This is an optimization exercise on Yosys and OpenROAD, whose aim is small area, a short achievable clock period and few clock cycles, not a production implementation. Where RTL was checked, it was by simulation tests only, not by an equivalence proof against the original. No functional check of the RTL was part of runs 1 to 5. Power and IR drop assume default switching activity.

==> flow/design.v, too long to show whole: its modules and the start of the top module <==
// module FPU: 102 lines
// module fadd_s1: 53 lines
// module fadd_s2: 46 lines
// module fmul_s1: 949 lines
// module fmul_s2: 32 lines
// module fhalf_u: 10 lines
// module ftoi_u: 11 lines
// module itof_u: 16 lines
// module floor_u: 26 lines
// module fcmp_u: 18 lines
// module lzc32: 28 lines
// module shl32: 10 lines
module FPU(clk, rstn, ctl, x1, x2, y, ready, en);
  // ...
==> flow/flow/run.sh <==
#!/bin/bash
# The standard layout (standard.sh: ORFS synthesis to finish, same
# constraints and settings), with two changes to how it is made:
#  - MATCH_CELL_FOOTPRINT=0: the resizer may swap a cell for any drive
#    strength of the same function (sky130hd's platform file limits it to
#    cells of the same footprint, so most gates cannot be upsized);
#  - the port buffers that buffer_ports puts on every input and output start
#    as buf_4 instead of a delay buffer.
# The whole make output goes to make.log; ORFS's per-step logs stay under
# orfs/logs.
set -euo pipefail
bash standard.sh MATCH_CELL_FOOTPRINT=0 \
    "BUFFER_PORTS_ARGS=-buffer_cell sky130_fd_sc_hd__buf_4" finish > make.log 2>&1
==> flow/standard.sh <==
#!/bin/bash
# synth_recipe.tcl (not shown) runs the flow's synth.tcl, then flattens the netlist and writes it again
# the make line also repeats each setting of config.mk as NAME=value (left out here)
make -C /OpenROAD-flow-scripts/flow DESIGN_CONFIG=/design/flow/config.mk WORK_HOME=/design/flow/orfs CLKGATE_MAP_FILE= SYNTH_SCRIPT=/design/flow/synth_recipe.tcl "${@:-finish}"
==> flow/config.mk <==
export PLATFORM = sky130hd
export DESIGN_NAME = FPU
export DESIGN_NICKNAME = FPU
export VERILOG_FILES = /design/flow/design.v
export SDC_FILE = /design/flow/constraint.sdc
export NUM_CORES = 4
export LEC_CHECK = 0
export CAP_MARGIN = 20
export CORE_MARGIN = 2
export CORE_UTILIZATION = 40
export SETUP_SLACK_MARGIN = 3.25
export SLEW_MARGIN = 20
==> flow/constraint.sdc <==
create_clock -name core_clock -period 10.0 [get_ports {clk}]
set_input_delay 2.0000 -clock core_clock [delete_from_list [all_inputs] [get_ports {clk}]]
set_output_delay 2.0000 -clock core_clock [all_outputs]
set_load 0.01 [all_outputs]
==> run summary, run 1 <==
share of the cycle needed by the critical path after routing 0.722; Hold Crit Start en; chip width 297 um; final sum of negative setup slack 0 ns; flip-flop and latch share of the layout cell area 0.0737; overall power of the completed layout 9480 uW; DRT iter0 DRCs 4816; dominant kind of cell by area multi-input gates; most used flip-flop cell after synthesis dfxtp_1; leading cell type in the layout, fill and taps excluded nand2_1; sequential power 1120 uW; Worst Setup Slack, final 2.78 ns; worst hold path class input pin to register; cell count after synthesis 4733; Worst EP arrival 5.22 ns; final critical path time including I/O delays and setup 7.22 ns; fraction of synthesized area in multiplexers 0.0904; kind of capture point of the worst setup path primary output; starting density of the core 0.404; compound-gate portion of the synthesized area 0.288; count of instances resized after the clock tree is built 218; die height 297 um; worst slew pin tran 1.07 ns; remaining antenna violation count after routing 0; fraction of registers with async set or reset after synthesis 0; clock tree from TritonCTS done; Non-clock inverters 391; number of flip-flops in the largest register 32; switching part of the total 0.549; count of flip-flops and latches 142; combinational cell power 7720 uW; number of multi-input combinational cells in the layout 3802; placed wire-length estimate after detailed placement 119 mm; pin count of the biggest net entering global routing 62; post-layout net count 5183; Seq pwr share 0.118; combinational family with the most area after synthesis compound AO/OA/AOI/OAI gates; top-level I/O count 105; synthesized area per cell 7.27 um2; Comb pwr share 0.815; area after detailed placement 0.0359 mm2; CP bufs+invs 4; run status no timing/DRC/antenna violations; Register Area 0.00288 mm2
==> run 2: changes to the inputs <==
--- a/flow/config.mk
+++ b/flow/config.mk
@@ -7,6 +7,6 @@
 export LEC_CHECK = 0
 export CAP_MARGIN = 20
 export CORE_MARGIN = 2
-export CORE_UTILIZATION = 40
-export SETUP_SLACK_MARGIN = 3.25
+export CORE_UTILIZATION = 55
+export SETUP_SLACK_MARGIN = 3
 export SLEW_MARGIN = 20
==> run summary, run 2 <==
run status no timing/DRC/antenna violations; final critical path time including I/O delays and setup 7.16 ns (-0.0651 ns); quantity of hold-fixing buffers added after cts 0; setup repair after global routing missed its margin true; fraction of registers with async set or reset after synthesis 0 (unchanged); CTS Root Cell clkbuf_16; leakage power total 0.0160 uW; most instantiated cells after synthesis 409 x nand2_1, 395 x a21oi_1, 392 x o21ai_0, 363 x inv_1; clock tree from TritonCTS done; clock-pin slew on the worst setup and hold paths 0.07 ns; wire length of the first global-routing pass 225 mm; # Max-Cap Violations 0; overall die area 0.0646 mm2; sequential area share after synthesis 0.0827; detailed-route via count 38900; Worst Setup Slack, final 2.84 ns (+0.0651 ns); critical path peak fanout 59; wire length on met3 25.3 mm; top-level I/O count 105 (unchanged); die height 254 um (-15%); chip width 254 um (-15%); most used standard cell by instance count after synthesis nand2_1; placed wire-length estimate after detailed placement 112 mm (-5.6%); final sum of negative setup slack 0 ns (unchanged); WP data required 10.37 ns; # port buffers 104; Largest Register r_misc; DRT iter0 DRCs 6603 (+37%); largest area contributor in the synthesized netlist fa_1; number of clock sinks 142; Hold Crit Start en; worst slew pin tran 1.24 ns (+0.169 ns); Routability Congestion 1.10; leading registers by flop count r_misc: 32 flops, r_S: 27 flops, r_rb: 27 flops; row cnt 91; count of warnings emitted by yosys 3; remaining antenna violation count after routing 0 (unchanged); fraction of final layout cells sized beyond drive strength 1 0.141; Power Dens Cells 249 mW/mm2; post-detailed-route DRC marker count 0; largest cells by area after synthesis fa_1 12%, dfxtp_1 8.3%, ha_1 7.4%, xnor2_1 7.0%, mux2i_1 6.5%; worst hold path class input pin to register; Worst EP arrival 7.53 ns (+2.31 ns); share of the cycle needed by the critical path after routing 0.716 (-0.00651); Synth Cell Area 0.0344 mm2; number of synthesized flops with an enable pin 0; multi-input gate area in the final layout 0.0299 mm2; number of flip-flops in the largest register 32 (unchanged); M1 wire length 60.8 mm; headroom to the max-slew limit 0.173; Met2 Wirelength 61.9 mm; leading cell type in the layout, fill and taps excluded nand2_1; vias in the first global route 34600; count of pins over their slew limit 0; top library cells by usage in the layout, fill and taps aside 396 x nand2_1, 374 x a21oi_1, 369 x o21ai_0; Yosys reg bits 142; kind of capture point of the worst setup path register; overall overflow remaining after global route 0; number of distinct library cells after synthesis 99; routed length per instance 28.6 um; Worst Setup SP x1[26]; worst ir drop on vdd 300 uV; post-layout net count 5165 (-0.35%); Net Count, Synth 5222; type of the worst setup path input pin to register; number of fill cells in the layout 5681; number of buffers on the longest clock path 2; worst setup timing slack at the placement stage 1.56 ns; total count of hold-check failures in the final report 0; core region area 0.0617 mm2; top layer reached by signal wires met5; maximum achievable frequency 140 MHz; type of origin of the critical path input pin; antenna violations before repair 9; most used flip-flop cell after synthesis dfxtp_1; cell count after synthesis 4733 (unchanged); overall power of the completed layout 9640 uW (+1.6%); post-layout utilization of the core 0.628; count of TritonRoute iterations in the first routing pass 10; Register Area 0.00287 mm2 (-0.39%); CTS H-tree depth 4; synthesized area per cell 7.27 um2 (unchanged); TritonCTS Buffers 17; drt via density 7.04; total routed wirelength 158 mm; Syn-to-layout area delta 12.6%; final count of negative-setup-slack endpoints 0; share of the synthesized area in the top cell type 0.124; starting density of the core 0.557 (+0.153); pin count of the biggest net entering global routing 66 (+6.5%); Total GRT Usage 0.466
[run 2: cell counts after synthesis]
Identical to the previous run, type by type.
[run 2: timing repair]
action / CTS / global route
setup buffers: 54 / 75
gates cloned: 7 / 6
resized for setup: 146 / 175
endpoints found under the setup margin: 72 / 88
pin swaps: 41 / 93
[run 2: power breakdown]
group	leakage, uW	internal [uW]	switching (uW)
sequential	0.00119	846	304
clock	0.000288	380	291
combinational	0.0145	3120	4700
[run 2: metrics by stage]
step	cells	hold WS, ns	cell area, um2
floorplan	4733	2.03	34600
global placement	5352	2.21	35500
detailed placement	5352	2.21	35500
CTS	5445	1.73	37300
global route	5526	1.74	38700
finish	5533	1.75	38700
[run 2: layout make-up]
type                       instances  share of cell area
antenna                            7            0.000452
clock inverter                    13             0.00401
multi-input combinational       3807               0.772
timing repair inverter             2            0.000258
sequential                       142              0.0742
clock buffer                      19              0.0114
inverter                         389              0.0402
tap                              837              0.0270
timing repair buffer             317              0.0708
[run 2: critical path, stage by stage]
cell and delay [ns]:
buf_8 0.17, inv_4 0.09, ha_4 0.37, buf_4 0.15, nand4_1 0.11, nor2_1 0.67, nand4_1 0.26, a211o_1 0.36
nand4_1 0.14, buf_6 0.41, nand2_2 0.12, xnor2_2 0.18, fa_2 0.38, a21o_1 0.20, a21oi_2 0.19, o21bai_2 0.12
a21o_1 0.19, a21oi_2 0.19, o21ai_2 0.10, a31oi_2 0.22, o211ai_1 0.18, nand2_1 0.16, o2111ai_2 0.13, a211o_1 0.31
o211ai_1 0.08
[run 2: metal layers]
metal / GRT usage / up-vias
li1: - / 16800
met1: 0.631 / 18200
met2: 0.646 / 3218
met3: 0.169 / 678
met4: 0.232 / 6
met5: 0 / -
[run 2: path summary, 6_finish.rpt]
check             endpoint  slack, ns  cells after the start
setup / recovery   r_S[26]       2.84                     25
hold / removal       ready       1.75                      2
[run 2: logic make-up (layout without fill, tap and decap cells)]
group           after synthesis  in the layout  synth area share
fa+ha+maj                   420            420             0.199
simple gates               1235           1239             0.168
buf+inv                     791            740            0.0880
compound gates             1537           1540             0.288
xor+xnor                    330            330            0.0840
other cells                   0              7                 0
mux                         278            278            0.0904
flops                       142            142            0.0827
==> run 3: changes to the inputs <==
==> flow/config.mk (replaced) <==
export PLATFORM = sky130hd
export DESIGN_NAME = FPU
export DESIGN_NICKNAME = FPU
export VERILOG_FILES = /design/flow/design.v
export SDC_FILE = /design/flow/constraint.sdc
export NUM_CORES = 4
export LEC_CHECK = 0
export CAP_MARGIN = 5
export CORE_MARGIN = 2
export CORE_UTILIZATION = 40
export SETUP_SLACK_MARGIN = 3
export SLEW_MARGIN = 5
==> run summary, run 3 <==
routed length per instance 27.1 um (-5.1%); share of the synthesized area in the top cell type 0.124 (unchanged); worst ir drop on vdd 249 uV (-17%); sequential area share after synthesis 0.0827 (unchanged); CTS Root Cell clkbuf_16; Worst EP arrival 5.36 ns (-2.17 ns); fraction of registers with async set or reset after synthesis 0 (unchanged); maximum achievable frequency 136 MHz (-2.8%); # port buffers 104 (unchanged); cell count after synthesis 4733 (unchanged); depth of the worst hold-timing path 2 (unchanged); wire length of the first global-routing pass 233 mm (+3.4%); number of distinct library cells after synthesis 99 (unchanged); slowest cell on the critical path a222oi_1; run status no timing/DRC/antenna violations; Syn-to-layout area delta 14.3%; remaining antenna violation count after routing 0 (unchanged); row cnt 107 (+18%); synthesized area per cell 7.27 um2 (unchanged); CP most frequent cell buf_6; # Max-Cap Violations 0 (unchanged); Total GRT Usage 0.345 (-0.121); Power Dens Cells 238 mW/mm2 (-4.2%); number of clock sinks 142 (unchanged); fraction of final layout cells sized beyond drive strength 1 0.149 (+0.00773); type of origin of the critical path register; CTS H-tree depth 4 (unchanged); most instantiated cells after synthesis 409 x nand2_1, 395 x a21oi_1, 392 x o21ai_0, 363 x inv_1; chip width 297 um (+17%); leakage power total 0.0162 uW (+0.89%); critical path peak fanout 4 (-93%); largest area contributor in the synthesized netlist fa_1; worst setup timing slack at the placement stage 1.59 ns (+0.0230 ns); top-level I/O count 105 (unchanged); setup repair after global routing missed its margin true; overall die area 0.0883 mm2 (+37%); DRT iter0 DRCs 5150 (-22%); worst hold path class input pin to register; Worst Setup Slack, final 2.64 ns (-0.202 ns); detailed-route via count 37900 (-2.6%); total routed wirelength 159 mm (+0.70%); WP data required 8.00 ns (-2.37 ns); final count of negative-setup-slack endpoints 0 (unchanged); Routability Congestion 1.08 (-2.3%); final sum of negative setup slack 0 ns (unchanged); most used standard cell by instance count after synthesis nand2_1; headroom to the max-slew limit 0.112 (-0.0608); leading cell type in the layout, fill and taps excluded nand2_1; quantity of hold-fixing buffers added after cts 0 (unchanged); overall overflow remaining after global route 0 (unchanged); TritonCTS Buffers 17 (unchanged); vias in the first global route 35200 (+1.8%); Synth Cell Area 0.0344 mm2 (unchanged); post-detailed-route DRC marker count 0 (unchanged); count of warnings emitted by yosys 3 (unchanged); total count of hold-check failures in the final report 0 (unchanged); antenna violations before repair 4 (-5); number of buffers on the longest clock path 2 (unchanged); top library cells by usage in the layout, fill and taps aside 398 x nand2_1, 369 x a21oi_1, 367 x o21ai_0; Net Count, Synth 5222 (unchanged); share of the cycle needed by the critical path after routing 0.736 (+0.0202); kind of capture point of the worst setup path primary output; critical path's largest stage delay 0.90 ns (+0.23 ns); Largest Register r_misc; Cell Chain, Critical Path or4_4 > nor2_4 > buf_6 > and3_4 > clkinvlp_4 > buf_6 > a21oi_4 > a21oi_4 > buf_12 > clkinv_8 > ha_4 > fa_2 > or4_4 > nor2_4 > a31oi_2 > buf_6 > a32o_2 > a222oi_1 > nand2_1 > buf_6; pin count of the biggest net entering global routing 60 (-9.1%); die height 297 um (+17%); Yosys reg bits 142 (unchanged); leading registers by flop count r_misc: 32 flops, r_S: 27 flops, r_rb: 27 flops; drt via density 6.47 (-8.1%); largest cells by area after synthesis fa_1 12%, dfxtp_1 8.3%, ha_1 7.4%, xnor2_1 7.0%, mux2i_1 6.5%; most used flip-flop cell after synthesis dfxtp_1; placed wire-length estimate after detailed placement 117 mm (+4.5%); number of fill cells in the layout 8657 (+52%); starting density of the core 0.404 (-0.153); number of synthesized flops with an enable pin 0 (unchanged); worst slew pin tran 1.32 ns (+0.0759 ns); core region area 0.0851 mm2 (+38%); number of flip-flops in the largest register 32 (unchanged); count of pins over their slew limit 0 (unchanged); count of TritonRoute iterations in the first routing pass 13 (+3); post-layout net count 5197 (+0.62%); clock-pin slew on the worst setup and hold paths 0.06 ns (about the same); clock tree from TritonCTS done; type of the worst setup path register to primary output; final critical path time including I/O delays and setup 7.36 ns (+0.202 ns)
## run 3: metrics by stage
stage                     cell area, um2  utilization  power (uW)  hold WS [ns]  cells
after global placement             36000        0.422        7950          2.20   5667
final                              39300        0.462        9370          1.74   5868
after floorplan                    34600            -        5840          2.03   4733
after global routing               39300        0.462       10200          1.73   5865
after CTS                          37700        0.443        8930          1.71   5765
after detailed placement           36000        0.422        8020          2.21   5667
## run 3: power by group
group	total (uW)	internal, uW	switching [uW]	leakage (uW)
clock network	620	325	295	0.000262
registers	1150	847	305	0.00119
logic	7600	3080	4520	0.0147
total	9370	4250	5120	0.0162
## run 3: final cells by class
cell class	count	area (um2)	share of cell area
clock buffers	18	429	0.0109
inverters	389	1550	0.0394
repair inverters	2	10.0	0.000255
well taps	1144	1430	0.0364
flip-flops and latches	142	2880	0.0732
multi-input cells	3803	29900	0.760
repair buffers	353	3020	0.0768
diodes	3	7.51	0.000191
clock inverters	14	124	0.00315
## run 3: worst paths after layout
| kind | to | slack [ns] | start |
|---|---|---|---|
| setup / recovery | y[3] | 2.64 | r_S[17] |
| hold / removal | ready | 1.74 | en |
## run 3: cells by family (layout without fill, tap and decap cells)
group / Yosys count / in the layout / share of synthesized area
AO/OA/AOI/OAI: 1537 / 1540 / 0.288
AND/OR/NAND/NOR: 1235 / 1235 / 0.168
buffers and inverters: 791 / 776 / 0.0880
adder cells (fa/ha/maj): 420 / 420 / 0.199
XOR/XNOR: 330 / 330 / 0.0840
multiplexers: 278 / 278 / 0.0904
flip-flops: 142 / 142 / 0.0827
other: 0 / 3 / 0
## run 3: worst max-delay path: cells and delay by family (launching register included)
kind	cells	cell delay, ns
adder cells (fa/ha/maj)	2	0.57
buffers and inverters	7	0.88
AO/OA/AOI/OAI	5	1.43
flip-flops	1	0.36
AND/OR/NAND/NOR	6	1.65
## run 3: what timing repair did
action / CTS / global route
gates cloned: 5 / 2
buffers inserted: 61 / 98
gates resized for setup: 146 / 202
endpoints found under the setup margin: 79 / 89
hold endpoints to repair: 0 / 0
pin swaps: 58 / 105
## run 3: layer usage
| layer | global-route usage | up-vias | part of all wire |
|---|---|---|---|
| li1 | - | 16900 | - |
| met3 | 0.0894 | 443 | 0.12 |
| met1 | 0.467 | 18200 | 0.41 |
| met4 | 0.164 | 2 | 0.055 |
| met5 | 0 | - | 0.000082 |
| met2 | 0.507 | 2379 | 0.42 |
==> run 4: changes to the inputs <==
==> flow/flow/run.sh (replaced) <==
#!/bin/bash
# The standard layout (standard.sh: ORFS synthesis to finish, same
# constraints and settings), with three changes to how it is made:
#  - ADDER_MAP_FILE empty: synthesis does not pre-map full and half adders
#    into adder cells before abc, so abc sees whole carry paths and keeps the
#    parallel-prefix adders instead of relaxing them into ripple chains;
#  - MATCH_CELL_FOOTPRINT=0: the resizer may swap a cell for any drive
#    strength of the same function (sky130hd's platform file limits it to
#    cells of the same footprint);
#  - the port buffers that buffer_ports puts on every input and output start
#    as buf_4 instead of a delay buffer.
# Registers, their names and cell types are those of the standard synthesis.
# The whole make output goes to make.log; ORFS's per-step logs stay under
# orfs/logs.
set -euo pipefail
bash standard.sh ADDER_MAP_FILE= MATCH_CELL_FOOTPRINT=0 \
    "BUFFER_PORTS_ARGS=-buffer_cell sky130_fd_sc_hd__buf_4" finish > make.log 2>&1
--- a/flow/config.mk
+++ b/flow/config.mk
@@ -5,8 +5,8 @@
 export SDC_FILE = /design/flow/constraint.sdc
 export NUM_CORES = 4
 export LEC_CHECK = 0
-export CAP_MARGIN = 5
+export CAP_MARGIN = 20
 export CORE_MARGIN = 2
 export CORE_UTILIZATION = 40
 export SETUP_SLACK_MARGIN = 3
-export SLEW_MARGIN = 5
+export SLEW_MARGIN = 20
==> run summary, run 4 <==
final critical path time including I/O delays and setup 7.12 ns (-0.238 ns); WP data required 8.00 ns (about the same); number of flip-flops in the largest register 32 (unchanged); final count of negative-setup-slack endpoints 0 (unchanged); Cell Chain, Critical Path buf_6 > nand2b_1 > a21oi_2 > o21bai_2 > a21oi_2 > o221ai_4 > and2_4 > maj3_1 > maj3_2 > maj3_2 > maj3_2 > a21oi_2 > nor2_1 > buf_6 > a22o_1 > a222oi_1 > nand2_1 > buf_4; run status no timing/DRC/antenna violations; CTS H-tree depth 4 (unchanged); vias in the first global route 39200 (+11%); synthesized area per cell 6.50 um2 (-11%); worst ir drop on vdd 255 uV (+2.6%); largest area contributor in the synthesized netlist xnor2_1; routed length per instance 25.6 um (-5.5%); count of pins over their slew limit 0 (unchanged); Worst EP arrival 5.12 ns (-0.24 ns); Power Dens Cells 239 mW/mm2 (+0.29%); cell count after synthesis 5805 (+23%); Synth Cell Area 0.0377 mm2 (+9.7%); worst setup timing slack at the placement stage 1.85 ns (+0.261 ns); post-layout utilization of the core 0.441 (-0.0209); slowest cell on the critical path a222oi_1; clock-pin slew on the worst setup and hold paths 0.07 ns (about the same); number of synthesized flops with an enable pin 0 (unchanged); count of warnings emitted by yosys 3 (unchanged); critical path's largest stage delay 0.75 ns (-0.15 ns); # Max-Cap Violations 0 (unchanged); TritonCTS Buffers 17 (unchanged); share of the synthesized area in the top cell type 0.124 (+0.000240); most instantiated cells after synthesis 721 x nand2_1, 610 x nor2_1, 541 x o21ai_0, 535 x xnor2_1, 445 x a21oi_1; setup repair after global routing missed its margin true; kind of capture point of the worst setup path primary output; drt via density 6.54 (+1.2%); sw power 5370 uW (+5.0%); critical path peak fanout 20 (+16); headroom to the max-slew limit 0.219 (+0.106); Largest Register r_misc; wire length of the first global-routing pass 258 mm (+11%); post-detailed-route DRC marker count 0 (unchanged); Total GRT Usage 0.343 (-0.00117); fraction of final layout cells sized beyond drive strength 1 0.124 (-0.0251); final sum of negative setup slack 0 ns (unchanged); Routability Congestion 1.04 (-3.5%); overall overflow remaining after global route 0 (unchanged); number of distinct library cells after synthesis 127 (+28%); switching part of the total 0.546 (about the same); type of origin of the critical path register; row cnt 112 (+4.7%); DRT iter0 DRCs 6364 (+24%); Register Area 0.00290 mm2 (+0.65%); placed wire-length estimate after detailed placement 128 mm (+9.6%); number of fill cells in the layout 9928 (+15%); CTS Root Cell clkbuf_16; overall die area 0.0968 mm2 (+9.5%); leading registers by flop count r_misc: 32 flops, r_S: 27 flops, r_rb: 27 flops; die height 311 um (+4.7%); top-level I/O count 105 (unchanged); # port buffers 104 (unchanged); core region area 0.0933 mm2 (+9.6%); type of the worst setup path register to primary output; maximum achievable frequency 140 MHz (+3.3%); total routed wirelength 175 mm (+10%); sequential area share after synthesis 0.0754 (-0.00729); leakage power total 0.0151 uW (-6.7%); internal power consumption 4460 uW (+4.9%); starting density of the core 0.404 (about the same); pin count of the biggest net entering global routing 65 (+8.3%); count of TritonRoute iterations in the first routing pass 10 (-3); worst hold path class input pin to register; total count of hold-check failures in the final report 0 (unchanged); Net Count, Synth 5877 (+13%); fraction of registers with async set or reset after synthesis 0 (unchanged); most used standard cell by instance count after synthesis nand2_1; top library cells by usage in the layout, fill and taps aside 708 x nand2_1, 593 x nor2_1, 529 x xnor2_1, 529 x o21ai_0, 432 x a21oi_1; clock tree from TritonCTS done; share of the cycle needed by the critical path after routing 0.712 (-0.0238); antenna violations before repair 9 (+5); post-layout net count 5642 (+8.6%); detailed-route via count 44800 (+18%); Comb pwr share 0.809 (-0.002); Yosys reg bits 142 (unchanged); Seq pwr share 0.121 (-0.002); Worst Setup Slack, final 2.88 ns (+0.238 ns); largest cells by area after synthesis xnor2_1 12%, dfxtp_1 7.5%, o21ai_0 7.2%, nand2_1 7.2%, mux2i_1 6.6%; number of clock sinks 142 (unchanged); most used flip-flop cell after synthesis dfxtp_1; quantity of hold-fixing buffers added after cts 0 (unchanged); number of buffers on the longest clock path 2 (unchanged); clock share of power 0.070 (+0.004); multi-input gate area in the final layout 0.0333 mm2 (+11%); worst slew pin tran 1.17 ns (-0.143 ns); chip width 311 um (+4.7%); remaining antenna violation count after routing 0 (unchanged); leading cell type in the layout, fill and taps excluded nand2_1; Syn-to-layout area delta 9.08%
## run 4: cell types whose count changed after synthesis, sizes merged, moves of 75 or more
cell and delta:
ha -204, o22ai +75, xnor2 +263, fa -213, nand2 +317, o21ai +174, nor2 +272, xor2 +130
maj3 +154, inv -260
## run 4: critical path: cells and delay by family, from the launching register on
| family | cells | cell delay (ns) |
|---|---|---|
| fa+ha+maj | 4 | 1.40 |
| buf+inv | 3 | 0.54 |
| compound gates | 7 | 1.73 |
| flops | 1 | 0.31 |
| simple gates | 4 | 0.63 |
## run 4: power groups by stage
stage          Sequential, uW  Clock (uW)  Combinational, uW
2_1_floorplan             955           0               5650
3_3_place_gp             1140           0               7310
3_5_place_dp             1150           0               7380
4_1_cts                  1160         708               7760
5_1_grt                  1210         726               8630
6_report                 1190         691               7960
## run 4: worst paths after layout
check | startpoint | endpoint | slack, ns | depth (start not counted)
setup / recovery | r_S[2] | y[14] | 2.88 | 18
hold / removal | en | ready | 1.72 | 2
## run 4: repair_timing
action	4_1_cts	5_1_grt
buffers inserted	34	35
pin swaps	35	48
resized for setup	158	120
gates cloned	5	1
setup endpoints to repair	80	80
## run 4: final cells by class
class	count	share of cell area
clock buffer	17	0.0103
inverter	115	0.0105
clock inverter	15	0.00465
timing repair buffer	280	0.0577
multi-input combinational	5014	0.808
antenna	4	0.000243
sequential	142	0.0704
tap	1254	0.0381
## run 4: per-stage QoR
| stage | hold slack (ns) | cells | power [uW] | instance area, um2 |
|---|---|---|---|---|
| floorplan | 2.03 | 5805 | 6610 | 37700 |
| global placement | 2.20 | 6730 | 8450 | 38800 |
| detailed placement | 2.21 | 6730 | 8530 | 38800 |
| CTS | 1.68 | 6801 | 9620 | 40400 |
| global route | 1.70 | 6837 | 10600 | 41100 |
| finish | 1.72 | 6841 | 9830 | 41100 |
## run 4: metal layers
| layer | part of all wire | vias up | GRT usage |
|---|---|---|---|
| li1 | - | 20400 | - |
| met1 | 0.42 | 21000 | 0.475 |
| met2 | 0.41 | 2867 | 0.510 |
| met3 | 0.12 | 490 | 0.0738 |
| met4 | 0.051 | 2 | 0.145 |
| met5 | 0.000040 | - | 0 |
## run 4: cells by family (layout without fill, tap and decap cells)
family | count (synthesis) | count (layout) | share of synthesized area
flops | 142 | 142 | 0.0754
simple gates | 1940 | 1940 | 0.230
mux | 315 | 315 | 0.0893
compound gates | 1875 | 1877 | 0.323
other cells | 0 | 4 | 0
buf+inv | 651 | 427 | 0.0703
xor+xnor | 725 | 725 | 0.170
fa+ha+maj | 157 | 157 | 0.0417
==> run 5: changes to the inputs <==
--- a/flow/flow/run.sh
+++ b/flow/flow/run.sh
@@ -1,8 +1,9 @@
 #!/bin/bash
 # The standard layout (standard.sh: ORFS synthesis to finish, same
-# constraints and settings), with three changes to how it is made:
+# constraints; config.mk's settings, among them ABC_AREA 1, apply as usual),
+# with three changes to how it is made:
 #  - ADDER_MAP_FILE empty: synthesis does not pre-map full and half adders
-#    into adder cells before abc, so abc sees whole carry paths and keeps the
+#    into adder cells before abc, so abc maps whole carry paths and keeps the
 #    parallel-prefix adders instead of relaxing them into ripple chains;
 #  - MATCH_CELL_FOOTPRINT=0: the resizer may swap a cell for any drive
 #    strength of the same function (sky130hd's platform file limits it to
--- a/flow/config.mk
+++ b/flow/config.mk
@@ -5,8 +5,9 @@
 export SDC_FILE = /design/flow/constraint.sdc
 export NUM_CORES = 4
 export LEC_CHECK = 0
+export ABC_AREA = 1
 export CAP_MARGIN = 20
 export CORE_MARGIN = 2
 export CORE_UTILIZATION = 40
-export SETUP_SLACK_MARGIN = 3
+export SETUP_SLACK_MARGIN = 4
 export SLEW_MARGIN = 20
==> run summary, run 5 <==
overall power of the completed layout 10300 uW (+4.9%); routed length per instance 23.7 um (-7.7%); cell count after synthesis 6701 (+15%); WP data required 8.00 ns (about the same); Total GRT Usage 0.399 (+0.0555); count of pins over their slew limit 0 (unchanged); placed wire-length estimate after detailed placement 142 mm (+11%); wire length of the first global-routing pass 272 mm (+5.3%); # port buffers 104 (unchanged); CTS Root Cell clkbuf_16; Syn-to-layout area delta 16.6%; most used standard cell by instance count after synthesis nand2_1; met2 GRT Util 0.587 (+0.0769); worst setup timing slack at the placement stage 2.56 ns (+0.717 ns); count of TritonRoute iterations in the first routing pass 7 (-3); setup repair after global routing missed its margin true; clock tree from TritonCTS done; count of warnings emitted by yosys 3 (unchanged); Placed Cells 7713 (+15%); share of the synthesized area in the top cell type 0.203 (+0.0783); largest cells by area after synthesis nand2_1 20%, xor2_1 10%, nand3_1 8.8%, inv_1 8.3%, dfxtp_1 8.0%; maximum achievable frequency 165 MHz (+18%); met1 track utilization from global routing 0.530 (+0.0550); post-detailed-route DRC marker count 0 (unchanged); Worst Hold Slack 1.70 ns (-0.0162 ns); worst slew pin tran 1.28 ns (+0.112 ns); headroom to the max-slew limit 0.135 (-0.0840); share of the cycle needed by the critical path after routing 0.604 (-0.108); Power Dens Cells 250 mW/mm2 (+4.7%); overall die area 0.0908 mm2 (-6.2%); top library cells by usage in the layout, fill and taps aside 1841 x nand2_1, 738 x inv_1, 595 x nor2_1; sequential area share after synthesis 0.0804 (+0.00503); drt via density 5.87 (-10%); Routability Congestion 1.08 (+3.9%); number of flip-flops in the largest register 32 (unchanged); type of origin of the critical path register; largest area contributor in the synthesized netlist nand2_1; top-level I/O count 105 (unchanged); remaining antenna violation count after routing 0 (unchanged); kind of capture point of the worst setup path primary output; number of fill cells in the layout 9652 (-2.8%); Yosys reg bits 142 (unchanged); post-layout net count 6858 (+22%); type of the worst setup path register to primary output; pin count of the biggest net entering global routing 66 (+1.5%); worst ir drop on vdd 316 uV (+24%); # Max-Cap Violations 0 (unchanged); leakage power total 0.0206 uW (+37%); Worst Setup Slack, final 3.96 ns (+1.08 ns); number of buffers on the longest clock path 2 (unchanged); die height 301 um (-3.1%); DRT iter0 DRCs 5735 (-9.9%); most instantiated cells after synthesis 1908 x nand2_1, 778 x inv_1, 655 x nor2_1, 619 x nand3_1, 413 x xor2_1; leading cell type in the layout, fill and taps excluded nand2_1; final count of negative-setup-slack endpoints 0 (unchanged); clock-pin slew on the worst setup and hold paths 0.08 ns (about the same); synthesized area per cell 5.28 um2 (-19%); starting density of the core 0.402 (-0.00219); core region area 0.0880 mm2 (-5.7%); global-route met3 utilization 0.0896 (+0.0158); chip width 301 um (-3.1%); CTS H-tree depth 4 (unchanged); run status no timing/DRC/antenna violations; most used flip-flop cell after synthesis dfxtp_1; final sum of negative setup slack 0 ns (unchanged); critical path peak fanout 17 (-15%); fraction of final layout cells sized beyond drive strength 1 0.155 (+0.0313); vias in the first global route 42000 (+7.0%); antenna violations before repair 13 (+4); number of distinct library cells after synthesis 83 (-35%); final std cells w/o fill 7976 (+17%); total count of hold-check failures in the final report 0 (unchanged); fraction of registers with async set or reset after synthesis 0 (unchanged); row cnt 109 (-2.7%); Synth Cell Area 0.0354 mm2 (-6.3%); total routed wirelength 189 mm (+7.6%); number of clock sinks 142 (unchanged); final critical path time including I/O delays and setup 6.04 ns (-1.08 ns); quantity of hold-fixing buffers added after cts 0 (unchanged); Worst EP arrival 4.04 ns (-1.08 ns); leading registers by flop count r_misc: 32 flops, r_S: 27 flops, r_rb: 27 flops; TritonCTS Buffers 17 (unchanged); detailed-route via count 46800 (+4.6%); Largest Register r_misc; worst hold path class input pin to register; number of synthesized flops with an enable pin 0 (unchanged); Net Count, Synth 6773 (+15%); overall overflow remaining after global route 0 (unchanged); global routing's busiest layer met2
run 5: worst max-delay path: stages (launching register included):
cell,delay [ns]
dfxtp_4,0.46
buf_6,0.16
buf_4,0.15
nand2_1,0.05
o21ai_1,0.24
nand4_1,0.15
nor4_1,0.43
nand2_2,0.28
inv_1,0.20
a21oi_1,0.09
nand2_1,0.08
o311ai_1,0.10
nand3_1,0.10
buf_4,0.30
a21oi_1,0.11
a21oi_2,0.29
nand3_2,0.19
buf_6,0.16
run 5: repair_timing:
item / 4_1_cts / 5_1_grt
hold endpoints to repair: 0 / 0
cloned: 18 / 7
setup endpoints to repair: 114 / 115
resized for setup: 386 / 283
pin swaps: 95 / 116
buffers inserted: 114 / 80
run 5: through the flow:
stage / area [um2] / utilization
finish: 41200 / 0.469
detailed placement: 36500 / 0.415
floorplan: 35400 / -
global placement: 36500 / 0.415
global route: 41200 / 0.468
CTS: 39500 / 0.449
run 5: final cells by class:
type | count | area, um2 | share of cell area
inverters | 842 | 3290 | 0.0799
repair inverters | 5 | 38.8 | 0.000941
well taps | 1165 | 1460 | 0.0354
repair buffers | 374 | 3380 | 0.0820
multi-input cells | 5404 | 29500 | 0.716
diodes | 12 | 30.0 | 0.000728
clock inverters | 15 | 170 | 0.00413
clock buffers | 17 | 425 | 0.0103
flip-flops and latches | 142 | 2930 | 0.0711
run 5: kinds of logic after synthesis:
logic type,count (synthesis),share of synthesized area
xor gates and xnor gates,510,0.127
adders and majority gates,6,0.00170
AOI/OAI and AO/OA,1289,0.217
muxes,5,0.00142
DFF,142,0.0804
and+or+nand+nor,3584,0.437
buffers and inverters,1165,0.136
run 5: per-layer routing:
| layer | up-vias | share of wire |
|---|---|---|
| met5 | - | 0.00038 |
| li1 | 22100 | - |
| met2 | 2773 | 0.41 |
| met3 | 617 | 0.11 |
| met4 | 12 | 0.069 |
| met1 | 21400 | 0.41 |
run 5: where the power goes:
group	total [uW]	internal, uW	switching (uW)
clock	683	355	328
combinational	8590	2910	5680
sequential	1040	831	205
total	10300	4100	6210
run 5: final timing paths:
path / startpoint / endpoint / slack (ns) / cells past startpoint
hold / removal: en / ready / 1.70 / 3
setup / recovery: r_effsub / y[17] / 3.96 / 17
==> module floor_u, before the edit <==
module floor_u (
    input  wire [31:0] x,
    output wire [31:0] v,
    output wire        inc);
wire        s = x[31];
wire [7:0]  e = x[30:23];
wire [22:0] m = x[22:0];
wire [22:0] low;
genvar i;
generate
    for (i = 0; i < 23; i = i + 1) begin : g_low
        assign low[i] = (e < 8'd150 - i);
    end
endgenerate
wire        lo = (e < 8'd127);
wire        frac = |(m & low);
wire        up = ~lo & s & frac;       
wire [22:0] mv;
generate
    for (i = 0; i < 23; i = i + 1) begin : g_mv
        assign mv[i] = low[i] ? up : m[i];
    end
endgenerate
assign v = lo ? ((s & (|x[30:0])) ? 32'hbf800000 : {s, 31'b0}) : {s, e, mv};
assign inc = up;
endmodule
==> run 6: changes to the inputs <==
--- a/flow/design.v
+++ b/flow/design.v
@@ -1235,23 +1235,15 @@
 wire        s = x[31];
 wire [7:0]  e = x[30:23];
 wire [22:0] m = x[22:0];
-wire [22:0] low;
-genvar i;
-generate
-    for (i = 0; i < 23; i = i + 1) begin : g_low
-        assign low[i] = (e < 8'd150 - i);
-    end
-endgenerate
-wire        lo = (e < 8'd127);
+wire [7:0]  k = e - 8'd127;
+wire [22:0] low = 23'h7fffff >> k[4:0];
 wire        frac = |(m & low);
-wire        up = ~lo & s & frac;       
-wire [22:0] mv;
-generate
-    for (i = 0; i < 23; i = i + 1) begin : g_mv
-        assign mv[i] = low[i] ? up : m[i];
-    end
-endgenerate
-assign v = lo ? ((s & (|x[30:0])) ? 32'hbf800000 : {s, 31'b0}) : {s, e, mv};
+wire        lo = (e < 8'd127);
+wire        hi = (e > 8'd149);
+wire        up = ~lo & ~hi & s & frac;
+assign v = lo ? ((s & (|x[30:0])) ? 32'hbf800000 : {s, 31'b0}) :
+           hi ? x :
+           up ? {s, e, m | low} : {s, e, m & ~low};
 assign inc = up;
 endmodule
 `default_nettype wire
==> run summary, run 6 <==
overall die area 0.0899 mm2 (-1.0%); clock-pin slew on the worst setup and hold paths 0.07 ns (about the same); Routability Congestion 1.07 (-1.2%); routed length per instance 22.8 um (-3.6%); starting density of the core 0.403 (+0.00141); share of the synthesized area in the top cell type 0.212 (+0.00952); CTS H-tree depth 4 (unchanged); count of warnings emitted by yosys 3 (unchanged); Hold Crit Start en; count of TritonRoute iterations in the first routing pass 9 (+2); compound-gate portion of the synthesized area 0.223 (+0.00652); number of fill cells in the layout 9637 (-0.16%); number of buffers on the longest clock path 2 (unchanged); final sum of negative setup slack 0 ns (unchanged); fraction of registers with async set or reset after synthesis 0 (unchanged); Synth Cell Area 0.0350 mm2 (-1.0%); switching part of the total 0.607 (+0.00422); post-route cell area 0.0397 mm2 (-3.6%); run status no timing/DRC/antenna violations; setup repair after global routing missed its margin true; Placed Cells 7690 (-0.30%); clock share of power 0.069 (+0.003); final std cells w/o fill 7868 (-1.4%); pin count of the biggest net entering global routing 63 (-4.5%); TritonCTS Buffers 17 (unchanged); overall overflow remaining after global route 0 (unchanged); worst slew pin tran 1.17 ns (-0.113 ns); most instantiated cells after synthesis 1977 x nand2_1, 790 x inv_1, 634 x nor2_1, 546 x nand3_1, 431 x o21ai_0; row cnt 108 (-0.92%); fraction of the mapped netlist area in adder cells 0.000858 (-0.000840); leakage power total 0.0201 uW (-2.4%); share of the cycle needed by the critical path after routing 0.608 (+0.00367); post-layout net count 6769 (-1.3%); clock tree from TritonCTS done; drt via density 5.79 (-1.4%); largest cells by area after synthesis nand2_1 21%, xor2_1 10%, inv_1 8.5%, dfxtp_1 8.1%, nand3_1 7.8%; die height 300 um (-0.51%); WP data required 8.00 ns (about the same); headroom to the max-slew limit 0.214 (+0.0790); type of origin of the critical path register; final critical path time including I/O delays and setup 6.08 ns (+0.0367 ns); kind of capture point of the worst setup path primary output; # Max-Cap Violations 0 (unchanged); number of flip-flops in the largest register 32 (unchanged); number of distinct library cells after synthesis 84 (+1.2%); xor and xnor fraction of the mapped netlist area 0.126 (-0.000746); count of pins over their slew limit 0 (unchanged); sw power 6250 uW (+0.58%); # port buffers 104 (unchanged); fraction of synthesized area in multiplexers 0.00200 (+0.000587); CTS Root Cell clkbuf_16; leading cell type in the layout, fill and taps excluded nand2_1; Syn-to-layout area delta 13.6%; DRT iter0 DRCs 5619 (-2.0%); sequential area share after synthesis 0.0812 (+0.000839); core region area 0.0868 mm2 (-1.4%); synthesized area per cell 5.23 um2 (-0.87%); number of synthesized flops with an enable pin 0 (unchanged); worst hold endpoint ready; vias in the first global route 39700 (-5.4%); number of clock sinks 142 (unchanged); area after detailed placement 0.0362 mm2 (-0.93%); cell count after synthesis 6690 (-0.16%); remaining antenna violation count after routing 0 (unchanged); Total GRT Usage 0.381 (-0.0180); wire length of the first global-routing pass 258 mm (-5.0%); Largest Register r_misc; largest area contributor in the synthesized netlist nand2_1; Net Count, Synth 6762 (-0.16%); combinational family with the most area after synthesis simple AND/OR/NAND/NOR gates; post-detailed-route DRC marker count 0 (unchanged); top library cells by usage in the layout, fill and taps aside 1912 x nand2_1, 752 x inv_1, 575 x nor2_1; simple-gate portion of the synthesized area 0.431 (-0.00552); overall power of the completed layout 10300 uW (-0.12%); total routed wirelength 180 mm (-4.9%); worst hold path class input pin to register; Power Dens Cells 259 mW/mm2 (+3.6%); leading registers by flop count r_misc: 32 flops, r_S: 27 flops, r_rb: 27 flops; maximum achievable frequency 164 MHz (-0.60%); Worst EP arrival 4.08 ns (+0.04 ns); depth of the worst hold-timing path 3 (unchanged); detailed-route via count 45500 (-2.8%); worst ir drop on vdd 306 uV (-3.2%); most used standard cell by instance count after synthesis nand2_1; final count of negative-setup-slack endpoints 0 (unchanged); placed wire-length estimate after detailed placement 139 mm (-1.8%); critical path peak fanout 6 (-11); top-level I/O count 105 (unchanged); total count of hold-check failures in the final report 0 (unchanged); type of the worst setup path register to primary output; Seq pwr share 0.098 (-0.002); Comb pwr share 0.833 (about the same); antenna violations before repair 4 (-9); most used flip-flop cell after synthesis dfxtp_1; internal power consumption 4050 uW (-1.2%); Yosys reg bits 142 (unchanged); fraction of final layout cells sized beyond drive strength 1 0.132 (-0.0228); chip width 300 um (-0.51%); quantity of hold-fixing buffers added after cts 0 (unchanged)
[run 6: metrics by stage]
stage | setup slack, ns | utilization | hold slack [ns]
global placement | 2.43 | 0.417 | 2.18
floorplan | 4.85 | - | 2.03
global route | 3.81 | 0.458 | 1.72
detailed placement | 2.27 | 0.417 | 2.18
CTS | 3.81 | 0.439 | 1.64
finish | 3.92 | 0.458 | 1.67
[run 6: worst max path at each step]
stage	cells past startpoint	slack, ns	from	to
2_1_floorplan	23	4.85	r_inc	y[31]
3_3_place_gp	27	2.43	r_S[22]	y[21]
3_5_place_dp	27	2.27	r_S[22]	y[15]
4_1_cts	24	3.81	r_misc[0]	y[31]
5_1_grt	26	3.81	r_S[22]	y[23]
6_report	25	3.92	r_S[19]	y[23]
[run 6: power by group through the flow]
| stage | Sequential, uW | Clock (uW) | Combinational [uW] |
|---|---|---|---|
| CTS | 980 | 725 | 7920 |
| global placement | 973 | 0 | 7450 |
| floorplan | 911 | 0 | 5400 |
| global route | 1030 | 741 | 9360 |
| finish | 1000 | 713 | 8580 |
| detailed placement | 983 | 0 | 7470 |
[run 6: worst max-delay path: stages (launching register included)]
cell      delay (ns)
dfxtp_2         0.44
inv_2           0.09
nand4_1         0.14
nor2_4          0.06
buf_8           0.13
nand2_1         0.06
nor3b_4         0.27
nand2_4         0.12
nand2_1         0.15
nand4_1         0.18
nand2_2         0.16
a21oi_4         0.08
o21ai_2         0.20
nand3_2         0.13
nand3_4         0.10
inv_2           0.04
nand2_2         0.07
nand3_2         0.09
nor2_4          0.14
nand3_4         0.12
buf_6           0.16
nand3b_1        0.12
nand2_1         0.07
nand2_1         0.08
nand4_1         0.16
buf_4           0.22
[run 6: layout make-up]
type	count	area [um2]	area share
antenna	3	7.51	0.000189
clock buffer	18	439	0.0110
clock inverter	14	169	0.00425
inverter	856	3340	0.0840
multi-input combinational	5386	28800	0.726
sequential	142	2880	0.0724
tap	1155	1450	0.0364
timing repair buffer	289	2590	0.0651
timing repair inverter	5	36.3	0.000913
[run 6: cells by family after synthesis]
logic type | after synthesis
AND/OR/NAND/NOR | 3536
adder cells (fa/ha/maj) | 3
flip-flops | 142
XOR/XNOR | 500
AO/OA/AOI/OAI | 1332
buffers and inverters | 1170
multiplexers | 7
[run 6: metal layers]
| metal | part of all wire | vias to the layer above | track usage |
|---|---|---|---|
| met5 | 0.00015 | - | 0 |
| met3 | 0.11 | 470 | 0.0773 |
| met4 | 0.067 | 4 | 0.215 |
| met1 | 0.43 | 20700 | 0.531 |
| met2 | 0.40 | 2579 | 0.540 |
| li1 | - | 21800 | - |
[run 6: repair_timing]
action,CTS,global route
setup buffers,66,59
cloned,12,6
setup endpoints to repair,104,117
pin swaps,47,71
resized for setup,204,321
endpoints found under the hold margin,0,0
Testbench counts of run 6, summed over its fixed seeds: cycles 24,008.
==> run 7: changes to the inputs <==
--- a/flow/config.mk
+++ b/flow/config.mk
@@ -8,6 +8,6 @@
 export ABC_AREA = 1
 export CAP_MARGIN = 20
 export CORE_MARGIN = 2
-export CORE_UTILIZATION = 40
+export CORE_UTILIZATION = 55
 export SETUP_SLACK_MARGIN = 4
 export SLEW_MARGIN = 20
==> run summary, run 7 <==
Net Count, Synth 6762 (unchanged); leading registers by flop count r_misc: 32 flops, r_S: 27 flops, r_rb: 27 flops; number of buffers on the longest clock path 2 (unchanged); Power Dens Cells 252 mW/mm2 (-2.6%); antenna violations before repair 2 (-2); critical path peak fanout 16 (+10); routed length per instance 22.6 um (-0.98%); maximum achievable frequency 164 MHz (-0.34%); post-route cell area 0.0387 mm2 (-2.6%); largest cells by area after synthesis nand2_1 21%, xor2_1 10%, inv_1 8.5%, dfxtp_1 8.1%, nand3_1 7.8%; CTS H-tree depth 4 (unchanged); DRT iter0 DRCs 7805 (+39%); overall die area 0.0657 mm2 (-27%); number of clock sinks 142 (unchanged); overall power of the completed layout 9770 uW (-5.1%); final antenna diode count 0 (-3); pin count of the biggest net entering global routing 64 (+1.6%); cell count after synthesis 6690 (unchanged); final sum of negative setup slack 0 ns (unchanged); share of the cycle needed by the critical path after routing 0.610 (+0.00208); top library cells by usage in the layout, fill and taps aside 1936 x nand2_1, 759 x inv_1, 590 x nor2_1; chip width 256 um (-15%); sequential area share after synthesis 0.0812 (unchanged); most used flip-flop cell after synthesis dfxtp_1; clock tree from TritonCTS done; final count of negative-setup-slack endpoints 0 (unchanged); share of the synthesized area in the top cell type 0.212 (unchanged); core region area 0.0630 mm2 (-27%); clock-pin slew on the worst setup and hold paths 0.07 ns (about the same); worst ir drop on vdd 285 uV (-6.9%); TritonCTS Buffers 17 (unchanged); detailed-route via count 47300 (+3.9%); post-detailed-route DRC marker count 0 (unchanged); die height 256 um (-15%); total count of hold-check failures in the final report 0 (unchanged); count of TritonRoute iterations in the first routing pass 12 (+3); type of origin of the critical path register; most used standard cell by instance count after synthesis nand2_1; fraction of registers with async set or reset after synthesis 0 (unchanged); WP data required 8.00 ns (about the same); CTS Root Cell clkbuf_16; headroom to the max-slew limit 0.285 (+0.0712); largest area contributor in the synthesized netlist nand2_1; Yosys reg bits 142 (unchanged); Total GRT Usage 0.483 (+0.102); Routability Congestion 1.13 (+5.9%); run status no timing/DRC/antenna violations; number of distinct library cells after synthesis 84 (unchanged); wire length of the first global-routing pass 244 mm (-5.3%); top-level I/O count 105 (unchanged); area after detailed placement 0.0358 mm2 (-1.1%); worst slew pin tran 1.06 ns (-0.107 ns); overall overflow remaining after global route 0 (unchanged); count of pins over their slew limit 0 (unchanged); type of the worst setup path register to primary output; number of flip-flops in the largest register 32 (unchanged); most instantiated cells after synthesis 1977 x nand2_1, 790 x inv_1, 634 x nor2_1, 546 x nand3_1, 431 x o21ai_0; starting density of the core 0.556 (+0.152); Worst Hold Slack 1.70 ns (+0.0289 ns); remaining antenna violation count after routing 0 (unchanged); row cnt 92 (-15%); worst hold path class input pin to register; # Max-Cap Violations 0 (unchanged); Hold Crit Start en; setup repair after global routing missed its margin true; placed wire-length estimate after detailed placement 128 mm (-8.2%); # port buffers 104 (unchanged); Worst EP arrival 4.10 ns (+0.02 ns); Syn-to-layout area delta 10.6%; leading cell type in the layout, fill and taps excluded nand2_1; Synth Cell Area 0.0350 mm2 (unchanged); depth of the worst hold-timing path 3 (unchanged); post-layout net count 6746 (-0.34%); final critical path time including I/O delays and setup 6.10 ns (+0.0208 ns); Largest Register r_misc; vias in the first global route 40400 (+1.8%); drt via density 6.28 (+8.5%); kind of capture point of the worst setup path primary output; count of warnings emitted by yosys 3 (unchanged); total routed wirelength 170 mm (-5.2%); leakage power total 0.0199 uW (-1.4%); synthesized area per cell 5.23 um2 (unchanged); fraction of final layout cells sized beyond drive strength 1 0.117 (-0.0154); number of synthesized flops with an enable pin 0 (unchanged); worst hold endpoint ready
[run 7: cell types whose count changed in the layout (fill, tap and decap cells not counted), sizes merged, moves of 2 or more]
cell      change
buf          -24
clkinvlp      -7
clkinv        +3
diode         -3
inv           +3
nor2          +2
[run 7: worst max-delay path, cell delays in order, from the launching register on]
cell and delay, ns:
dfxtp_4 0.36, buf_12 0.13, clkbuf_16 0.17, o21ai_0 0.55
nand4_1 0.19, nor4_1 0.32, nand2_1 0.24, inv_1 0.26
nand2_1 0.17, o22ai_1 0.14, nand2_1 0.09, o21ai_0 0.18
a21oi_1 0.13, a31oi_1 0.36, nand3_2 0.15, buf_4 0.17
[run 7: per-layer routing]
metal | vias up | GRT usage | part of all wire
li1 | 21800 | - | -
met1 | 20900 | 0.636 | 0.38
met2 | 3788 | 0.670 | 0.38
met3 | 850 | 0.158 | 0.15
met4 | 4 | 0.304 | 0.084
met5 | - | 0.00365 | 0.00037
[run 7: layout make-up]
| class | instances | area (um2) |
|---|---|---|
| Clock inverter | 14 | 173 |
| Timing Repair Buffer | 264 | 2300 |
| Sequential cell | 142 | 2870 |
| Fill cell | 6402 | 24200 |
| Inverter | 856 | 3320 |
| Timing Repair inverter | 4 | 22.5 |
| Clock buffer | 18 | 439 |
| Tap cell | 846 | 1060 |
| Multi-Input combinational cell | 5389 | 28500 |
[run 7: power by group]
| part | internal (uW) | switching (uW) | total, uW | leakage (uW) |
|---|---|---|---|---|
| Combinational | 2610 | 5480 | 8080 | 0.0184 |
| Clock | 383 | 307 | 691 | 0.000302 |
| Sequential | 815 | 183 | 997 | 0.00119 |
[run 7: worst max-delay path by stage]
stage | start | end | slack, ns | depth (start not counted)
after floorplan | r_inc | y[31] | 4.85 | 23
after global placement | r_S[22] | y[15] | 2.55 | 27
after detailed placement | r_S[22] | y[15] | 2.49 | 27
after CTS | r_misc[0] | y[31] | 3.88 | 24
after global routing | r_misc[0] | y[31] | 3.79 | 24
final | r_effsub | y[28] | 3.90 | 15
[run 7: logic make-up (layout without fill, tap and decap cells)]
family,count (synthesis),after routing,synth area share
buffers and inverters,1170,1156,0.135
xor gates and xnor gates,500,500,0.126
muxes,7,7,0.00200
adders and majority gates,3,3,0.000858
and+or+nand+nor,3536,3545,0.431
AOI/OAI and AO/OA,1332,1334,0.223
DFF,142,142,0.0812
[run 7: stage by stage]
step	setup WS, ns	instances	util
global placement	2.55	7379	0.568
finish	3.90	7533	0.615
floorplan	4.85	6690	-
detailed placement	2.49	7379	0.568
global route	3.79	7533	0.615
CTS	3.88	7486	0.593
[run 7: what timing repair did]
item | in CTS | in global routing
hold buffers | 0 | 0
endpoints found under the setup margin | 100 | 123
setup buffers | 64 | 38
pin swaps | 33 | 61
gates resized for setup | 112 | 276
cloned | 11 | 8
==> run 8: changes to the inputs <==
--- a/flow/flow/run.sh
+++ b/flow/flow/run.sh
@@ -1,9 +1,8 @@
 #!/bin/bash
 # The standard layout (standard.sh: ORFS synthesis to finish, same
-# constraints; config.mk's settings, among them ABC_AREA 1, apply as usual),
-# with three changes to how it is made:
+# constraints and settings), with three changes to how it is made:
 #  - ADDER_MAP_FILE empty: synthesis does not pre-map full and half adders
-#    into adder cells before abc, so abc maps whole carry paths and keeps the
+#    into adder cells before abc, so abc sees whole carry paths and keeps the
 #    parallel-prefix adders instead of relaxing them into ripple chains;
 #  - MATCH_CELL_FOOTPRINT=0: the resizer may swap a cell for any drive
 #    strength of the same function (sky130hd's platform file limits it to
--- a/flow/config.mk
+++ b/flow/config.mk
@@ -8,6 +8,6 @@
 export ABC_AREA = 1
 export CAP_MARGIN = 20
 export CORE_MARGIN = 2
-export CORE_UTILIZATION = 55
-export SETUP_SLACK_MARGIN = 4
+export CORE_UTILIZATION = 40
+export SETUP_SLACK_MARGIN = 3
 export SLEW_MARGIN = 20
==> run summary, run 8 <==
number of buffers on the longest clock path 2 (unchanged); Syn-to-layout area delta 5.83%; chip width 300 um (+17%); die height 300 um (+17%); overall overflow remaining after global route 0 (unchanged); worst setup timing slack at the placement stage 2.27 ns (-0.216 ns); Worst EP arrival 7.21 ns (+3.11 ns); number of distinct library cells after synthesis 84 (unchanged); internal power consumption 3600 uW (-5.4%); Routability Congestion 1.07 (-5.6%); switching part of the total 0.618 (+0.00755); largest cells by area after synthesis nand2_1 21%, xor2_1 10%, inv_1 8.5%, dfxtp_1 8.1%, nand3_1 7.8%; cell count after synthesis 6690 (unchanged); synthesized area per cell 5.23 um2 (unchanged); TritonCTS Buffers 17 (unchanged); Total GRT Usage 0.373 (-0.110); top library cells by usage in the layout, fill and taps aside 1969 x nand2_1, 785 x inv_1, 628 x nor2_1; CP bufs+invs 6 (+2); count of warnings emitted by yosys 3 (unchanged); cell type group with the largest total delay on the critical path simple AND/OR/NAND/NOR gates; pin count of the biggest net entering global routing 64 (unchanged); remaining antenna violation count after routing 0 (unchanged); Seq pwr share 0.104 (+0.002); leading cell type in the layout, fill and taps excluded nand2_1; # port buffers 104 (unchanged); Power Dens Cells 254 mW/mm2 (+0.84%); count of pins over their slew limit 0 (unchanged); setup repair after global routing missed its margin false; CP most frequent cell nand2_1; slowest cell on the critical path nor2_1; # Max-Cap Violations 0 (unchanged); top-level I/O count 105 (unchanged); Worst Setup SP x1[23]; Worst Setup Slack, final 3.14 ns (-0.755 ns); critical path peak fanout 27 (+11); sw power 5830 uW (-2.4%); kind of capture point of the worst setup path register; type of origin of the critical path input pin; Largest Register r_misc; Net Count, Synth 6762 (unchanged); leading registers by flop count r_misc: 32 flops, r_S: 27 flops, r_rb: 27 flops; routed length per instance 22.5 um (-0.63%); row cnt 108 (+17%); clock tree from TritonCTS done; clock share of power 0.075 (+0.004); overall die area 0.0899 mm2 (+37%); WP data required 10.36 ns (+2.36 ns); CTS Root Cell clkbuf_16; Comb pwr share 0.821 (-0.006); critical path's largest stage delay 0.53 ns (-0.02 ns); most instantiated cells after synthesis 1977 x nand2_1, 790 x inv_1, 634 x nor2_1, 546 x nand3_1, 431 x o21ai_0; total routed wirelength 174 mm (+2.1%); Synth Cell Area 0.0350 mm2 (unchanged); leakage power total 0.0191 uW (-3.8%); largest area contributor in the synthesized netlist nand2_1; wire length of the first global-routing pass 253 mm (+3.6%); worst slew pin tran 1.15 ns (+0.0839 ns); fraction of registers with async set or reset after synthesis 0 (unchanged); DRT iter0 DRCs 5597 (-28%); number of fill cells in the layout 9886 (+54%); CTS H-tree depth 4 (unchanged); clock-pin slew on the worst setup and hold paths 0.07 ns (about the same); headroom to the max-slew limit 0.229 (-0.0556); maximum achievable frequency 146 MHz (-11%); final critical path time including I/O delays and setup 6.86 ns (+0.755 ns); number of flip-flops in the largest register 32 (unchanged); most used flip-flop cell after synthesis dfxtp_1; Hold Crit Start en; share of the cycle needed by the critical path after routing 0.686 (+0.0755); post-detailed-route DRC marker count 0 (unchanged); post-layout net count 6645 (-1.5%); worst ir drop on vdd 300 uV (+5.5%); core region area 0.0868 mm2 (+38%); number of synthesized flops with an enable pin 0 (unchanged); final sum of negative setup slack 0 ns (unchanged); worst hold path class input pin to register; share of the synthesized area in the top cell type 0.212 (unchanged); run status no timing/DRC/antenna violations; placed wire-length estimate after detailed placement 139 mm (+8.9%); detailed-route via count 44400 (-6.1%); Yosys reg bits 142 (unchanged); count of TritonRoute iterations in the first routing pass 6 (-6); sequential area share after synthesis 0.0812 (unchanged); type of the worst setup path input pin to register; most used standard cell by instance count after synthesis nand2_1; vias in the first global route 38900 (-3.7%); drt via density 5.74 (-8.7%); antenna violations before repair 5 (+3); final count of negative-setup-slack endpoints 0 (unchanged); starting density of the core 0.403 (-0.152); total count of hold-check failures in the final report 0 (unchanged); number of clock sinks 142 (unchanged); fraction of final layout cells sized beyond drive strength 1 0.0755 (-0.0413)
## run 8: cell counts after synthesis
Identical to the previous run, type by type.
## run 8: path summary, 6_finish.rpt
check                     end  cells past startpoint
worst max-delay path  r_S[14]                     25
worst min-delay path    ready                      3
## run 8: layer usage
layer | routed length [um] | vias up | global-route usage
met2 | 67600 | 2404 | 0.526
met3 | 18300 | 437 | 0.0737
met1 | 76200 | 20100 | 0.524
li1 | - | 21500 | -
met4 | 11900 | 2 | 0.210
met5 | 8 | - | 0
## run 8: layout make-up
type / instances / area, um2 / share of cell area
antenna: 3 / 7.51 / 0.000203
timing repair buffer: 174 / 1320 / 0.0357
clock inverter: 14 / 169 / 0.00456
clock buffer: 18 / 439 / 0.0119
timing repair inverter: 3 / 15.0 / 0.000405
multi-input combinational: 5379 / 27500 / 0.744
tap: 1155 / 1450 / 0.0390
sequential: 142 / 2840 / 0.0768
inverter: 856 / 3240 / 0.0876
## run 8: power groups by stage
stage | combinational (uW) | clock [uW] | sequential [uW]
after floorplan | 5400 | 0 | 911
after global placement | 7450 | 0 | 973
after detailed placement | 7470 | 0 | 983
after CTS | 7510 | 725 | 969
after global routing | 8540 | 739 | 998
final | 7740 | 709 | 976
## run 8: kinds of logic after synthesis
| kind of cell | after synthesis | share of synthesized area |
|---|---|---|
| mux | 7 | 0.00200 |
| fa+ha+maj | 3 | 0.000858 |
| flops | 142 | 0.0812 |
| buf+inv | 1170 | 0.135 |
| simple gates | 3536 | 0.431 |
| compound gates | 1332 | 0.223 |
| xor+xnor | 500 | 0.126 |
## run 8: metrics by stage
stage                      util  power [uW]  area [um2]  hold slack (ns)  std cells
after floorplan               -        6310       35000             2.03       6690
after global placement    0.417        8430       36200             2.18       7690
after detailed placement  0.417        8450       36200             2.18       7690
after CTS                 0.424        9210       36800             1.64       7725
after global routing      0.427       10300       37000             1.72       7742
final                     0.427        9430       37000             1.67       7744
## run 8: what timing repair did
action | CTS | global route
hold buffers | 0 | 0
pin swaps | 1 | 3
gates cloned | 2 | 2
setup endpoints to repair | 31 | 62
buffers inserted | 1 | 14
gates resized for setup | 11 | 27
## run 8: tightest hold or removal path, delay by kind of cell
family,cells,cell delay [ns]
and+or+nand+nor,1,0.03
buffers and inverters,2,0.11
==> run 9: changes to the inputs <==
--- a/flow/config.mk
+++ b/flow/config.mk
@@ -9,5 +9,5 @@
 export CAP_MARGIN = 20
 export CORE_MARGIN = 2
 export CORE_UTILIZATION = 40
-export SETUP_SLACK_MARGIN = 3
+export SETUP_SLACK_MARGIN = 4
 export SLEW_MARGIN = 20
==> run summary, run 9 <==
top library cells by usage in the layout, fill and taps aside 1912 x nand2_1, 752 x inv_1, 575 x nor2_1; critical path peak fanout 6 (-78%); overall overflow remaining after global route 0 (unchanged); fraction of registers with async set or reset after synthesis 0 (unchanged); quantity of hold-fixing buffers added after cts 0 (unchanged); post-layout net count 6769 (+1.9%); cell count after synthesis 6690 (unchanged); kind of capture point of the worst setup path primary output; # port buffers 104 (unchanged); final std cells w/o fill 7868 (+1.6%); vias in the first global route 39700 (+2.0%); number of flip-flops in the largest register 32 (unchanged); Yosys reg bits 142 (unchanged); maximum achievable frequency 164 MHz (+13%); final sum of negative setup slack 0 ns (unchanged); count of TritonRoute iterations in the first routing pass 9 (+3); top-level I/O count 105 (unchanged); run status no timing/DRC/antenna violations; worst setup timing slack at the placement stage 2.27 ns (unchanged); CTS Root Cell clkbuf_16; Net Count, Synth 6762 (unchanged); headroom to the max-slew limit 0.214 (-0.0155); Syn-to-layout area delta 13.6%; total routed wirelength 180 mm (+3.3%); setup repair after global routing missed its margin true; antenna violations before repair 4 (-1); most used standard cell by instance count after synthesis nand2_1; type of the worst setup path register to primary output; placed wire-length estimate after detailed placement 139 mm (unchanged); Synth Cell Area 0.0350 mm2 (unchanged); CTS H-tree depth 4 (unchanged); share of the cycle needed by the critical path after routing 0.608 (-0.0775); # Max-Cap Violations 0 (unchanged); most instantiated cells after synthesis 1977 x nand2_1, 790 x inv_1, 634 x nor2_1, 546 x nand3_1, 431 x o21ai_0; starting density of the core 0.403 (unchanged); worst ir drop on vdd 306 uV (+1.8%); synthesized area per cell 5.23 um2 (unchanged); Routability Congestion 1.07 (unchanged); number of synthesized flops with an enable pin 0 (unchanged); core region area 0.0868 mm2 (unchanged); most used flip-flop cell after synthesis dfxtp_1; routed length per instance 22.8 um (+1.6%); sequential area share after synthesis 0.0812 (unchanged); drt via density 5.79 (+0.89%); post-detailed-route DRC marker count 0 (unchanged); chip width 300 um (unchanged); Worst EP arrival 4.08 ns (-3.13 ns); leading registers by flop count r_misc: 32 flops, r_S: 27 flops, r_rb: 27 flops; overall die area 0.0899 mm2 (unchanged); largest cells by area after synthesis nand2_1 21%, xor2_1 10%, inv_1 8.5%, dfxtp_1 8.1%, nand3_1 7.8%; number of distinct library cells after synthesis 84 (unchanged); Largest Register r_misc; number of clock sinks 142 (unchanged); Worst Hold Slack 1.67 ns (-0.00190 ns); Placed Cells 7690 (unchanged); WP data required 8.00 ns (-2.36 ns); largest area contributor in the synthesized netlist nand2_1; Worst Setup Slack, final 3.92 ns (+0.775 ns); worst slew pin tran 1.17 ns (+0.0232 ns); fraction of final layout cells sized beyond drive strength 1 0.132 (+0.0567); die height 300 um (unchanged); row cnt 108 (unchanged); leakage power total 0.0201 uW (+5.4%); Total GRT Usage 0.381 (+0.00781); clock-pin slew on the worst setup and hold paths 0.07 ns (about the same); detailed-route via count 45500 (+2.5%); final count of negative-setup-slack endpoints 0 (unchanged); pin count of the biggest net entering global routing 63 (-1.6%); type of origin of the critical path register; total count of hold-check failures in the final report 0 (unchanged); number of buffers on the longest clock path 2 (unchanged); remaining antenna violation count after routing 0 (unchanged); Power Dens Cells 259 mW/mm2 (+1.8%); final critical path time including I/O delays and setup 6.08 ns (-0.775 ns); leading cell type in the layout, fill and taps excluded nand2_1; worst hold path class input pin to register; wire length of the first global-routing pass 258 mm (+2.0%); DRT iter0 DRCs 5619 (+0.39%); overall power of the completed layout 10300 uW (+9.3%); TritonCTS Buffers 17 (unchanged); clock tree from TritonCTS done; count of warnings emitted by yosys 3 (unchanged); count of pins over their slew limit 0 (unchanged); share of the synthesized area in the top cell type 0.212 (unchanged)
## run 9: changes by cell type in the layout (fill, tap and decap cells not counted), moves of 35 or more
cell     change
buf_4       +58
buf_6       +35
nand2_1     -57
nand2_2     +39
nor2_1      -53
## run 9: cells by family (layout without fill, tap and decap cells)
family | after synthesis | count (layout) | share of synthesized area
adders and majority gates | 3 | 3 | 0.000858
DFF | 142 | 142 | 0.0812
buffers and inverters | 1170 | 1182 | 0.135
muxes | 7 | 7 | 0.00200
other | 0 | 3 | 0
xor gates and xnor gates | 500 | 500 | 0.126
AOI/OAI and AO/OA | 1332 | 1334 | 0.223
and+or+nand+nor | 3536 | 3542 | 0.431
## run 9: final cells by class
type | count | area [um2]
Fill cell | 9637 | 47000
Multi-Input combinational cell | 5386 | 28800
Inverter | 856 | 3340
Sequential cell | 142 | 2880
Timing Repair Buffer | 289 | 2590
Tap cell | 1155 | 1450
Clock buffer | 18 | 439
Clock inverter | 14 | 169
Timing Repair inverter | 5 | 36.3
Antenna cell | 3 | 7.51
## run 9: report_power, final
group,switching [uW],total [uW],internal (uW),leakage (uW)
clock network,330,713,383,0.000290
logic,5730,8580,2850,0.0186
registers,187,1000,817,0.00119
## run 9: stage by stage
step	instance area (um2)	util
6_report	39700	0.458
5_1_grt	39700	0.458
4_1_cts	38100	0.439
3_5_place_dp	36200	0.417
3_3_place_gp	36200	0.417
2_1_floorplan	35000	-
## run 9: repair_timing
action	4_1_cts	5_1_grt
gates cloned	12	6
setup buffers	66	59
endpoints found under the setup margin	104	117
pin swaps	47	71
endpoints found under the hold margin	0	0
gates resized for setup	204	321
## run 9: critical path, stage by stage, from the launching register on
cell and delay [ns]:
dfxtp_2 0.44, inv_2 0.09, nand4_1 0.14, nor2_4 0.06, buf_8 0.13, nand2_1 0.06
nor3b_4 0.27, nand2_4 0.12, nand2_1 0.15, nand4_1 0.18, nand2_2 0.16, a21oi_4 0.08
o21ai_2 0.20, nand3_2 0.13, nand3_4 0.10, inv_2 0.04, nand2_2 0.07, nand3_2 0.09
nor2_4 0.14, nand3_4 0.12, buf_6 0.16, nand3b_1 0.12, nand2_1 0.07, nand2_1 0.08
nand4_1 0.16, buf_4 0.22
## run 9: per-layer routing
| layer | track usage | wire length [um] | up-vias |
|---|---|---|---|
| li1 | - | - | 21800 |
| met1 | 0.531 | 76500 | 20700 |
| met2 | 0.540 | 71400 | 2579 |
| met3 | 0.0773 | 19600 | 470 |
| met4 | 0.215 | 12100 | 4 |
| met5 | 0 | 27 | - |
## run 9: final timing paths
kind | depth (start not counted) | from | slack, ns | endpoint
max | 25 | r_S[19] | 3.92 | y[23]
min | 3 | en | 1.67 | ready

what the ideal ports hide:
Ports are ideal in the flow. The routed layouts listed here were re-timed in OpenROAD.
Step 1 sets driving cells, clkbuf_16 on the clock port and buf_2 on the other inputs (assumed; they add their load-dependent delay and slew).
Step 2 times the ports against the registers' clock, not the clock port: input delays grow and output delays shrink by t, the midpoint of the rising clock arrivals with the driver on.
Slacks: ideal ports / drivers / drivers and shift; pairs: ideal ports / drivers.
run	shift t [ns]	setup WS [ns]	worst register clock-pin slew, ns
run 1	0.535	2.777 / 2.721 / 2.432	0.09 / 0.09
run 2	0.509	2.842 / 2.812 / 2.335	0.08 / 0.08
run 3	0.522	2.640 / 2.581 / 2.464	0.10 / 0.10
run 4	0.546	2.878 / 2.817 / 2.600	0.08 / 0.08
run 5	0.554	3.955 / 3.882 / 3.507	0.09 / 0.09
run 6	0.565	3.919 / 3.855 / 3.455	0.09 / 0.09
run 7	0.552	3.898 / 3.825 / 3.411	0.10 / 0.10
run 8	0.558	3.143 / 3.183 / 2.624	0.09 / 0.09
run 9	0.565	3.919 / 3.855 / 3.455	0.09 / 0.09
After both steps setup and hold are still met in every run listed. The setup slack of run 8, which loses most, moves by +0.040 ns with the drivers and by -0.519 ns with both steps.
